This design comes from an exercise in tuning for small area and a short achievable clock period on the open sky130 flow, not from production work.
RTL that was checked went through simulation tests only; none was proved equivalent to the original.
Power is estimated from default activity; no workload was simulated.

==> run a: inputs <==
==> flow/design.v <==
module fullHashDES(
    input clk,
    input M_valid,
    input rst_n,
    input [63 : 0] C_in,
    input [7 : 0] M,
    output reg hash_ready,
    output [31 : 0] digest_out
);
    localparam [31:0] H_INIT = {4'h3, 4'h0, 4'hF, 4'hD, 4'h1, 4'h7, 4'hB, 4'h4};
    function automatic [3:0] sbox(input [5:0] i);
        case (i)
            6'd0: sbox = 4'd2;
            6'd1: sbox = 4'd14;
            6'd2: sbox = 4'd12;
            6'd3: sbox = 4'd11;
            6'd4: sbox = 4'd4;
            6'd5: sbox = 4'd2;
            6'd6: sbox = 4'd1;
            6'd7: sbox = 4'd12;
            6'd8: sbox = 4'd7;
            6'd9: sbox = 4'd4;
            6'd10: sbox = 4'd10;
            6'd11: sbox = 4'd7;
            6'd12: sbox = 4'd11;
            6'd13: sbox = 4'd13;
            6'd14: sbox = 4'd6;
            6'd15: sbox = 4'd1;
            6'd16: sbox = 4'd8;
            6'd17: sbox = 4'd5;
            6'd18: sbox = 4'd5;
            6'd19: sbox = 4'd0;
            6'd20: sbox = 4'd3;
            6'd21: sbox = 4'd15;
            6'd22: sbox = 4'd15;
            6'd23: sbox = 4'd12;
            6'd24: sbox = 4'd13;
            6'd25: sbox = 4'd3;
            6'd26: sbox = 4'd0;
            6'd27: sbox = 4'd9;
            6'd28: sbox = 4'd14;
            6'd29: sbox = 4'd8;
            6'd30: sbox = 4'd9;
            6'd31: sbox = 4'd6;
            6'd32: sbox = 4'd4;
            6'd33: sbox = 4'd11;
            6'd34: sbox = 4'd2;
            6'd35: sbox = 4'd8;
            6'd36: sbox = 4'd1;
            6'd37: sbox = 4'd12;
            6'd38: sbox = 4'd11;
            6'd39: sbox = 4'd7;
            6'd40: sbox = 4'd12;
            6'd41: sbox = 4'd1;
            6'd42: sbox = 4'd13;
            6'd43: sbox = 4'd14;
            6'd44: sbox = 4'd7;
            6'd45: sbox = 4'd2;
            6'd46: sbox = 4'd8;
            6'd47: sbox = 4'd13;
            6'd48: sbox = 4'd15;
            6'd49: sbox = 4'd6;
            6'd50: sbox = 4'd9;
            6'd51: sbox = 4'd15;
            6'd52: sbox = 4'd12;
            6'd53: sbox = 4'd0;
            6'd54: sbox = 4'd5;
            6'd55: sbox = 4'd9;
            6'd56: sbox = 4'd6;
            6'd57: sbox = 4'd12;
            6'd58: sbox = 4'd3;
            6'd59: sbox = 4'd4;
            6'd60: sbox = 4'd0;
            6'd61: sbox = 4'd5;
            6'd62: sbox = 4'd14;
            6'd63: sbox = 4'd3;
            default: sbox = 4'd0;
        endcase
    endfunction
    function automatic [3:0] rotl(input [3:0] x, input integer r);
        rotl = (r == 0) ? x : ((x << r) | (x >> (4 - r)));
    endfunction
    function automatic [31:0] perm(input [31:0] h);
        integer i;
        for (i = 0; i < 8; i = i + 1)
            perm[4*i +: 4] = rotl(h[4*((i+1)%8) +: 4], i/2);
    endfunction
    function automatic [31:0] perm2(input [31:0] h);
        perm2 = perm(perm(h));
    endfunction
    function automatic [31:0] perm3(input [31:0] h);
        perm3 = perm(perm2(h));
    endfunction
    function automatic [31:0] perm4(input [31:0] h);
        perm4 = perm2(perm2(h));
    endfunction
    function automatic [31:0] perm7(input [31:0] h);
        perm7 = perm3(perm4(h));
    endfunction
    function automatic [31:0] tmap(input [3:0] u);
        tmap = {rotl(u, 2), rotl(u, 1), u, rotl(u, 2), rotl(u, 2), rotl(u, 3), u, u};
    endfunction
    function automatic [3:0] ubits(input [3:0] s);
        ubits = {s[1]^s[2], s[0]^s[1], s[0]^s[3], s[2]^s[3]};
    endfunction
    function automatic [3:0] ubox(input [5:0] i);
        case (i)
            6'd0: ubox = 4'd12;
            6'd1: ubox = 4'd6;
            6'd2: ubox = 4'd10;
            6'd3: ubox = 4'd9;
            6'd4: ubox = 4'd9;
            6'd5: ubox = 4'd12;
            6'd6: ubox = 4'd6;
            6'd7: ubox = 4'd10;
            6'd8: ubox = 4'd3;
            6'd9: ubox = 4'd9;
            6'd10: ubox = 4'd15;
            6'd11: ubox = 4'd3;
            6'd12: ubox = 4'd9;
            6'd13: ubox = 4'd12;
            6'd14: ubox = 4'd5;
            6'd15: ubox = 4'd6;
            6'd16: ubox = 4'd3;
            6'd17: ubox = 4'd15;
            6'd18: ubox = 4'd15;
            6'd19: ubox = 4'd0;
            6'd20: ubox = 4'd10;
            6'd21: ubox = 4'd0;
            6'd22: ubox = 4'd0;
            6'd23: ubox = 4'd10;
            6'd24: ubox = 4'd12;
            6'd25: ubox = 4'd10;
            6'd26: ubox = 4'd0;
            6'd27: ubox = 4'd5;
            6'd28: ubox = 4'd6;
            6'd29: ubox = 4'd3;
            6'd30: ubox = 4'd5;
            6'd31: ubox = 4'd5;
            6'd32: ubox = 4'd9;
            6'd33: ubox = 4'd9;
            6'd34: ubox = 4'd12;
            6'd35: ubox = 4'd3;
            6'd36: ubox = 4'd6;
            6'd37: ubox = 4'd10;
            6'd38: ubox = 4'd9;
            6'd39: ubox = 4'd3;
            6'd40: ubox = 4'd10;
            6'd41: ubox = 4'd6;
            6'd42: ubox = 4'd12;
            6'd43: ubox = 4'd6;
            6'd44: ubox = 4'd3;
            6'd45: ubox = 4'd12;
            6'd46: ubox = 4'd3;
            6'd47: ubox = 4'd12;
            6'd48: ubox = 4'd0;
            6'd49: ubox = 4'd5;
            6'd50: ubox = 4'd5;
            6'd51: ubox = 4'd0;
            6'd52: ubox = 4'd10;
            6'd53: ubox = 4'd0;
            6'd54: ubox = 4'd15;
            6'd55: ubox = 4'd5;
            6'd56: ubox = 4'd5;
            6'd57: ubox = 4'd10;
            6'd58: ubox = 4'd10;
            6'd59: ubox = 4'd9;
            6'd60: ubox = 4'd0;
            6'd61: ubox = 4'd15;
            6'd62: ubox = 4'd6;
            6'd63: ubox = 4'd10;
            default: ubox = 4'd0;
        endcase
    endfunction
    function automatic [31:0] absorb(input [31:0] h, input [3:0] u);
        absorb = perm4(h) ^ tmap(u);
    endfunction
    function automatic [31:0] kfin(input [15:0] l);
        reg [3:0] s6, s7;
        begin
            s6 = sbox({l[15]^l[9], l[11], l[10], l[13]^l[8], l[12], l[14]});
            s7 = sbox({l[7]^l[1], l[3], l[2], l[5]^l[0], l[4], l[6]});
            kfin = {rotl(s7, 3), rotl(s6, 3), rotl(4'd2, 2), rotl(4'd2, 2),
                    rotl(4'd2, 1), rotl(4'd2, 1), 4'd2, 4'd2};
        end
    endfunction
    reg busy;
    reg pend;
    reg [3:0] u_r;
    reg [15:0] q;
    reg [31:0] g;
    wire [15:0] L = C_in[15:0];
    wire start = !busy && M_valid;
    wire q_gt1 = |q[15:1];
    wire recv = busy && M_valid && q_gt1;
    wire done = busy && !q_gt1 && !pend;
    wire [31:0] g_base = H_INIT ^ (L[0] ? perm3(kfin(L)) : perm7(kfin(L)));
    always @(posedge clk or negedge rst_n) begin
        if (!rst_n) begin
            busy <= 1'b0;
            hash_ready <= 1'b0;
        end else if (start) begin
            busy <= 1'b1;
            hash_ready <= 1'b0;
        end else if (done) begin
            busy <= 1'b0;
            hash_ready <= 1'b1;
        end
    end
    always @(posedge clk) begin
        u_r <= ubox({M[3]^M[2], M[1], M[0], M[7], M[6], M[5]^M[4]});
        if (!busy) begin
            q <= L;
            pend <= M_valid && (L != 16'd0);
        end else begin
            if (recv) q <= q - 16'd1;
            pend <= recv;
        end
        if (start) g <= g_base;
        else if (pend) g <= absorb(g, u_r);
    end
    wire [31:0] dg = perm(g);
    assign digest_out = {dg[3:0], dg[7:4], dg[11:8], dg[15:12],
                         dg[19:16], dg[23:20], dg[27:24], dg[31:28]};
endmodule
==> flow/run.sh <==
#!/bin/bash
# synth_recipe.tcl (not shown) runs the flow's synth.tcl, then flattens the netlist and writes it again
# the make line also repeats each setting of config.mk as NAME=value (left out here)
make -C /OpenROAD-flow-scripts/flow DESIGN_CONFIG=/design/flow/config.mk WORK_HOME=/design/flow/orfs CLKGATE_MAP_FILE= SYNTH_SCRIPT=/design/flow/synth_recipe.tcl finish
==> flow/config.mk <==
export PLATFORM = sky130hd
export DESIGN_NAME = fullHashDES
export DESIGN_NICKNAME = fullHashDES
export VERILOG_FILES = /design/flow/design.v
export SDC_FILE = /design/flow/constraint.sdc
export NUM_CORES = 4
export LEC_CHECK = 0
export CAP_MARGIN = 20
export CORE_MARGIN = 2
export CORE_UTILIZATION = 40
export SLEW_MARGIN = 20
==> flow/constraint.sdc <==
create_clock -name core_clock -period 3.3 [get_ports {clk}]
set_input_delay 0.6600 -clock core_clock [delete_from_list [all_inputs] [get_ports {clk}]]
set_output_delay 0.6600 -clock core_clock [all_outputs]
set_load 0.01 [all_outputs]
==> run b (differences from run a) <==
--- a/flow/design.v
+++ b/flow/design.v
@@ -186,4 +186,5 @@
     endfunction
     reg busy;
+    reg take;        
     reg pend;
     reg [3:0] u_r;
@@ -192,7 +193,6 @@
     wire [15:0] L = C_in[15:0];
     wire start = !busy && M_valid;
-    wire q_gt1 = |q[15:1];
-    wire recv = busy && M_valid && q_gt1;
-    wire done = busy && !q_gt1 && !pend;
+    wire recv = take && M_valid;
+    wire done = busy && !take && !pend;
     wire [31:0] g_base = H_INIT ^ (L[0] ? perm3(kfin(L)) : perm7(kfin(L)));
     always @(posedge clk or negedge rst_n) begin
@@ -207,4 +207,8 @@
             hash_ready <= 1'b1;
         end
+    end
+    always @(posedge clk) begin
+        if (!busy) take <= M_valid && (|L[15:1]);
+        else if (recv) take <= (|q[15:2]) || (q[1] && q[0]);
     end
     always @(posedge clk) begin
==> flow/flow/run.sh (new file) <==
#!/bin/bash
# Own layout flow: the standard ORFS flow (standard.sh), with two changes:
#  - synthesis: ORFS's synth.tcl with the extract_fa step skipped and
#    flow/abc.script as ABC's mapping script (registers are mapped exactly as
#    in the standard synthesis: same dfflibmap, names and cell types);
#  - port buffers: buf_1 cells (BUFFER_PORTS_ARGS) in place of ORFS's default.
# Every tool's output goes to a log file in this folder (and ORFS's own logs).
set -euo pipefail
W=$PWD
F=$W/flow

# synthesis script: a patched copy of ORFS's synth.tcl
python3 - "$FLOW_HOME/scripts/synth.tcl" "$W/own_synth.tcl" "$F/abc.script" > "$W/own_synth_patch.log" 2>&1 <<'PY'
import sys
src, dst, abc = sys.argv[1:4]
s = open(src).read()
pre = "source $::env(SCRIPTS_DIR)/synth_preamble.tcl"
fa = "  extract_fa {*}[dont_use_extract_fa_args]"
assert s.count(pre) == 1 and s.count(fa) == 1
s = s.replace(pre, pre + "\nset abc_args [lreplace $abc_args 1 1 {%s}]" % abc)
s = s.replace(fa, "  # extract_fa skipped")
open(dst, "w").write(s)
print("patched", src, "->", dst)
PY
sed "s#source \$::env(SCRIPTS_DIR)/synth.tcl#source $W/own_synth.tcl#" synth_recipe.tcl > "$W/own_synth_recipe.tcl"
grep -q "source $W/own_synth.tcl" "$W/own_synth_recipe.tcl"

bash standard.sh SYNTH_SCRIPT="$W/own_synth_recipe.tcl" \
  "BUFFER_PORTS_ARGS=-buffer_cell sky130_fd_sc_hd__buf_1" finish > "$W/own_flow_make.log" 2>&1
test -s out/final.def
==> flow/flow/abc.script (new file) <==
strash
dch
map
topo
buffer
upsize
dnsize
==> flow/standard.sh (new file) <==
#!/bin/bash
# synth_recipe.tcl (not shown) runs the flow's synth.tcl, then flattens the netlist and writes it again
# the make line also repeats each setting of config.mk as NAME=value (left out here)
make -C /OpenROAD-flow-scripts/flow DESIGN_CONFIG=/design/flow/config.mk WORK_HOME=/design/flow/orfs CLKGATE_MAP_FILE= SYNTH_SCRIPT=/design/flow/synth_recipe.tcl "${@:-finish}"
Settings changed: SETUP_SLACK_MARGIN set to 1.6.
removed: flow/run.sh
==> run c (differences from run a) <==
--- a/flow/design.v
+++ b/flow/design.v
@@ -186,4 +186,5 @@
     endfunction
     reg busy;
+    reg take;        
     reg pend;
     reg [3:0] u_r;
@@ -192,7 +193,6 @@
     wire [15:0] L = C_in[15:0];
     wire start = !busy && M_valid;
-    wire q_gt1 = |q[15:1];
-    wire recv = busy && M_valid && q_gt1;
-    wire done = busy && !q_gt1 && !pend;
+    wire recv = take && M_valid;
+    wire done = busy && !take && !pend;
     wire [31:0] g_base = H_INIT ^ (L[0] ? perm3(kfin(L)) : perm7(kfin(L)));
     always @(posedge clk or negedge rst_n) begin
@@ -207,4 +207,8 @@
             hash_ready <= 1'b1;
         end
+    end
+    always @(posedge clk) begin
+        if (!busy) take <= M_valid && (|L[15:1]);
+        else if (recv) take <= (|q[15:2]) || (q[1] && q[0]);
     end
     always @(posedge clk) begin
==> flow/flow/run.sh (new file) <==
#!/bin/bash
# Own layout flow: the standard ORFS flow (standard.sh), with two changes:
#  - synthesis: ORFS's synth.tcl with the extract_fa step skipped and
#    flow/abc.script as ABC's mapping script (registers are mapped exactly as
#    in the standard synthesis: same dfflibmap, names and cell types);
#  - port buffers: buf_1 cells (BUFFER_PORTS_ARGS) in place of ORFS's default.
# Every tool's output goes to a log file in this folder (and ORFS's own logs).
set -euo pipefail
W=$PWD
F=$W/flow

# synthesis script: a patched copy of ORFS's synth.tcl
python3 - "$FLOW_HOME/scripts/synth.tcl" "$W/own_synth.tcl" "$F/abc.script" > "$W/own_synth_patch.log" 2>&1 <<'PY'
import sys
src, dst, abc = sys.argv[1:4]
s = open(src).read()
pre = "source $::env(SCRIPTS_DIR)/synth_preamble.tcl"
fa = "  extract_fa {*}[dont_use_extract_fa_args]"
assert s.count(pre) == 1 and s.count(fa) == 1
s = s.replace(pre, pre + "\nset abc_args [lreplace $abc_args 1 1 {%s}]" % abc)
s = s.replace(fa, "  # extract_fa skipped")
open(dst, "w").write(s)
print("patched", src, "->", dst)
PY
sed "s#source \$::env(SCRIPTS_DIR)/synth.tcl#source $W/own_synth.tcl#" synth_recipe.tcl > "$W/own_synth_recipe.tcl"
grep -q "source $W/own_synth.tcl" "$W/own_synth_recipe.tcl"

bash standard.sh SYNTH_SCRIPT="$W/own_synth_recipe.tcl" \
  "BUFFER_PORTS_ARGS=-buffer_cell sky130_fd_sc_hd__buf_1" finish > "$W/own_flow_make.log" 2>&1
test -s out/final.def
==> flow/flow/abc.script (new file) <==
strash
&get -n
&fraig -x
&put
scorr
dc2
strash
&get -n
&dch -f
&nf -R 1000
&put
==> flow/standard.sh (new file) <==
#!/bin/bash
# synth_recipe.tcl (not shown) runs the flow's synth.tcl, then flattens the netlist and writes it again
# the make line also repeats each setting of config.mk as NAME=value (left out here)
make -C /OpenROAD-flow-scripts/flow DESIGN_CONFIG=/design/flow/config.mk WORK_HOME=/design/flow/orfs CLKGATE_MAP_FILE= SYNTH_SCRIPT=/design/flow/synth_recipe.tcl "${@:-finish}"
Settings changed: SETUP_SLACK_MARGIN set to 1.0.
removed: flow/run.sh
==> run d (differences from run a) <==
--- a/flow/design.v
+++ b/flow/design.v
@@ -104,73 +104,4 @@
         ubits = {s[1]^s[2], s[0]^s[1], s[0]^s[3], s[2]^s[3]};
     endfunction
-    function automatic [3:0] ubox(input [5:0] i);
-        case (i)
-            6'd0: ubox = 4'd12;
-            6'd1: ubox = 4'd6;
-            6'd2: ubox = 4'd10;
-            6'd3: ubox = 4'd9;
-            6'd4: ubox = 4'd9;
-            6'd5: ubox = 4'd12;
-            6'd6: ubox = 4'd6;
-            6'd7: ubox = 4'd10;
-            6'd8: ubox = 4'd3;
-            6'd9: ubox = 4'd9;
-            6'd10: ubox = 4'd15;
-            6'd11: ubox = 4'd3;
-            6'd12: ubox = 4'd9;
-            6'd13: ubox = 4'd12;
-            6'd14: ubox = 4'd5;
-            6'd15: ubox = 4'd6;
-            6'd16: ubox = 4'd3;
-            6'd17: ubox = 4'd15;
-            6'd18: ubox = 4'd15;
-            6'd19: ubox = 4'd0;
-            6'd20: ubox = 4'd10;
-            6'd21: ubox = 4'd0;
-            6'd22: ubox = 4'd0;
-            6'd23: ubox = 4'd10;
-            6'd24: ubox = 4'd12;
-            6'd25: ubox = 4'd10;
-            6'd26: ubox = 4'd0;
-            6'd27: ubox = 4'd5;
-            6'd28: ubox = 4'd6;
-            6'd29: ubox = 4'd3;
-            6'd30: ubox = 4'd5;
-            6'd31: ubox = 4'd5;
-            6'd32: ubox = 4'd9;
-            6'd33: ubox = 4'd9;
-            6'd34: ubox = 4'd12;
-            6'd35: ubox = 4'd3;
-            6'd36: ubox = 4'd6;
-            6'd37: ubox = 4'd10;
-            6'd38: ubox = 4'd9;
-            6'd39: ubox = 4'd3;
-            6'd40: ubox = 4'd10;
-            6'd41: ubox = 4'd6;
-            6'd42: ubox = 4'd12;
-            6'd43: ubox = 4'd6;
-            6'd44: ubox = 4'd3;
-            6'd45: ubox = 4'd12;
-            6'd46: ubox = 4'd3;
-            6'd47: ubox = 4'd12;
-            6'd48: ubox = 4'd0;
-            6'd49: ubox = 4'd5;
-            6'd50: ubox = 4'd5;
-            6'd51: ubox = 4'd0;
-            6'd52: ubox = 4'd10;
-            6'd53: ubox = 4'd0;
-            6'd54: ubox = 4'd15;
-            6'd55: ubox = 4'd5;
-            6'd56: ubox = 4'd5;
-            6'd57: ubox = 4'd10;
-            6'd58: ubox = 4'd10;
-            6'd59: ubox = 4'd9;
-            6'd60: ubox = 4'd0;
-            6'd61: ubox = 4'd15;
-            6'd62: ubox = 4'd6;
-            6'd63: ubox = 4'd10;
-            default: ubox = 4'd0;
-        endcase
-    endfunction
     function automatic [31:0] absorb(input [31:0] h, input [3:0] u);
         absorb = perm4(h) ^ tmap(u);
@@ -187,13 +118,18 @@
     reg busy;
     reg pend;
-    reg [3:0] u_r;
     reg [15:0] q;
     reg [31:0] g;
     wire [15:0] L = C_in[15:0];
+    wire lz = (L == 16'd0);
     wire start = !busy && M_valid;
     wire q_gt1 = |q[15:1];
     wire recv = busy && M_valid && q_gt1;
     wire done = busy && !q_gt1 && !pend;
-    wire [31:0] g_base = H_INIT ^ (L[0] ? perm3(kfin(L)) : perm7(kfin(L)));
+    wire [3:0] u_m = ubits(sbox({M[3]^M[2], M[1], M[0], M[7], M[6], M[5]^M[4]}));
+    wire [31:0] g_base = lz ? perm4(H_INIT ^ perm7(kfin(16'd0)))
+                            : (H_INIT ^ (L[0] ? perm3(kfin(L)) : perm7(kfin(L))));
+    wire [31:0] g_src = start ? g_base : g;
+    wire [3:0] u_g = (start && lz) ? 4'd0 : u_m;
+    wire [31:0] g_next = absorb(g_src, u_g);
     always @(posedge clk or negedge rst_n) begin
         if (!rst_n) begin
@@ -209,14 +145,12 @@
     end
     always @(posedge clk) begin
-        u_r <= ubox({M[3]^M[2], M[1], M[0], M[7], M[6], M[5]^M[4]});
         if (!busy) begin
             q <= L;
-            pend <= M_valid && (L != 16'd0);
+            pend <= !lz;
         end else begin
             if (recv) q <= q - 16'd1;
             pend <= recv;
         end
-        if (start) g <= g_base;
-        else if (pend) g <= absorb(g, u_r);
+        if (start || recv) g <= g_next;
     end
     wire [31:0] dg = perm(g);
Settings changed: SETUP_SLACK_MARGIN set to 1.5.
==> flow_results.org <==
** Finish
- Final core utilization :: 50.4%
- Relative to the synthesized area, the layout overhead comes to 23.8%.

** GRT
- Pin count of the biggest net entering global routing :: 34
- The first global-routing pass estimated 18.8 mm of wire.

** Run status
- Result of the run :: finished clean

** Yosys
- The synthesized netlist devotes 20.4% of its cell area to compound gates.
# the run above: run b

==> flow_results.org <==
** Finish
- In the layout the commonest cells are 66 x nand2_1, 57 x nor2_1, 55 x a21oi_1.
- The largest registers in the layout are g x32, q x16, u_r x4.
- Footprint of the multi-input gates :: 2140 um2
- From synthesis to final layout, the design area changed by 15.8%.

** Yosys
- The synthesized netlist devotes 26.5% of its cell area to compound gates.

** Run status
- Result of the run :: finished clean

** GRT
- Met3 track demand over resource in global routing :: 2.08%
- Entering global routing, the biggest net connects 40 pins.
- The first global-routing pass estimated 16.4 mm of wire.

** Drt
- The detailed router placed 3,605 vias in this run.
# the run above: run c

==> flow_results.org <==
** Drt
- First-pass iteration count of the detailed router :: 5

** Yosys
- Summing the areas of all compound-gate instances in the mapped netlist gives 18.5% of the synthesized area.
- The number of nets handed over by synthesis was 594.
- For this run, the number of Yosys warnings is 1.

** Pwr
- The share of total power dissipated in sequential elements is 41.4%.

** Run status
- The run finished with no timing, DRC or antenna violations.

** STA
- After layout, the worst path uses 85.7% of the clock period.

** GRT
- Pin count of the biggest net entering global routing :: 33
- The first global-routing pass estimated 18.4 mm of wire.

** Finish
- Final core utilization :: 50.4%
- Compared with the post-synthesis result, the final layout area differs by 22.3%.
# the run above: run a

==> flow_results.org <==
** Run status
- Result of the run :: finished clean

** Finish
- Area growth syn-to-layout :: 42.8%
- Filler cells :: 1,060

** Yosys
- Largest area contributor in the synthesized netlist :: edfxtp_1
- Synthesized-area fraction occupied by ao, oa, aoi and oai cells :: 19.8%

** Clock network
- Later-pin clock latency in the skew report :: 0.30 ns

** GRT
- First-pass GRT wire length :: 23.2 mm
- Pin count of the biggest net entering global routing :: 38

** Pwr
- For this design the static power due to leakage is 2.80 nW.
# the run above: run d

Function not checked in run d: the RTL went through the layout flow alone.

==> what the ideal ports hide <==
How much do the figures lean on ideal ports? The routed layouts below were timed once more, with nothing changed but the port constraints.
Step 1: set_driving_cell puts a clkbuf_16 on clk and a buf_2 on each other input, an assumption about the parent block.
Step 2 also shifts input and output timing later by t, the mid clock arrival at the registers, as if the neighbouring blocks saw the same clock.
a / b / c = no drivers / after step 1 / after step 2; a / b = the first two.
| run | t (ns) | setup slack, ns | latest minus earliest clock arrival (ns) | worst slew at a driven data input, ns | cell pins on the clock port's net |
|---|---|---|---|---|---|
| run a | 0.326 | 0.473 / 0.484 / 0.158 | 0.010 / 0.010 | 0.03 | 1 |
| run b | 0.350 | 1.630 / 1.635 / 1.285 | 0.012 / 0.011 | 0.05 | 1 |
| run c | 0.344 | 1.148 / 1.154 / 0.816 | 0.014 / 0.014 | 0.04 | 1 |
| run d | 0.330 | 0.341 / 0.341 / 0.011 | 0.006 / 0.006 | 0.05 | 1 |
After both steps every run listed still meets setup and hold. The setup slack of run b, which loses most, moves by +0.005 ns with the drivers and by -0.345 ns with both steps.
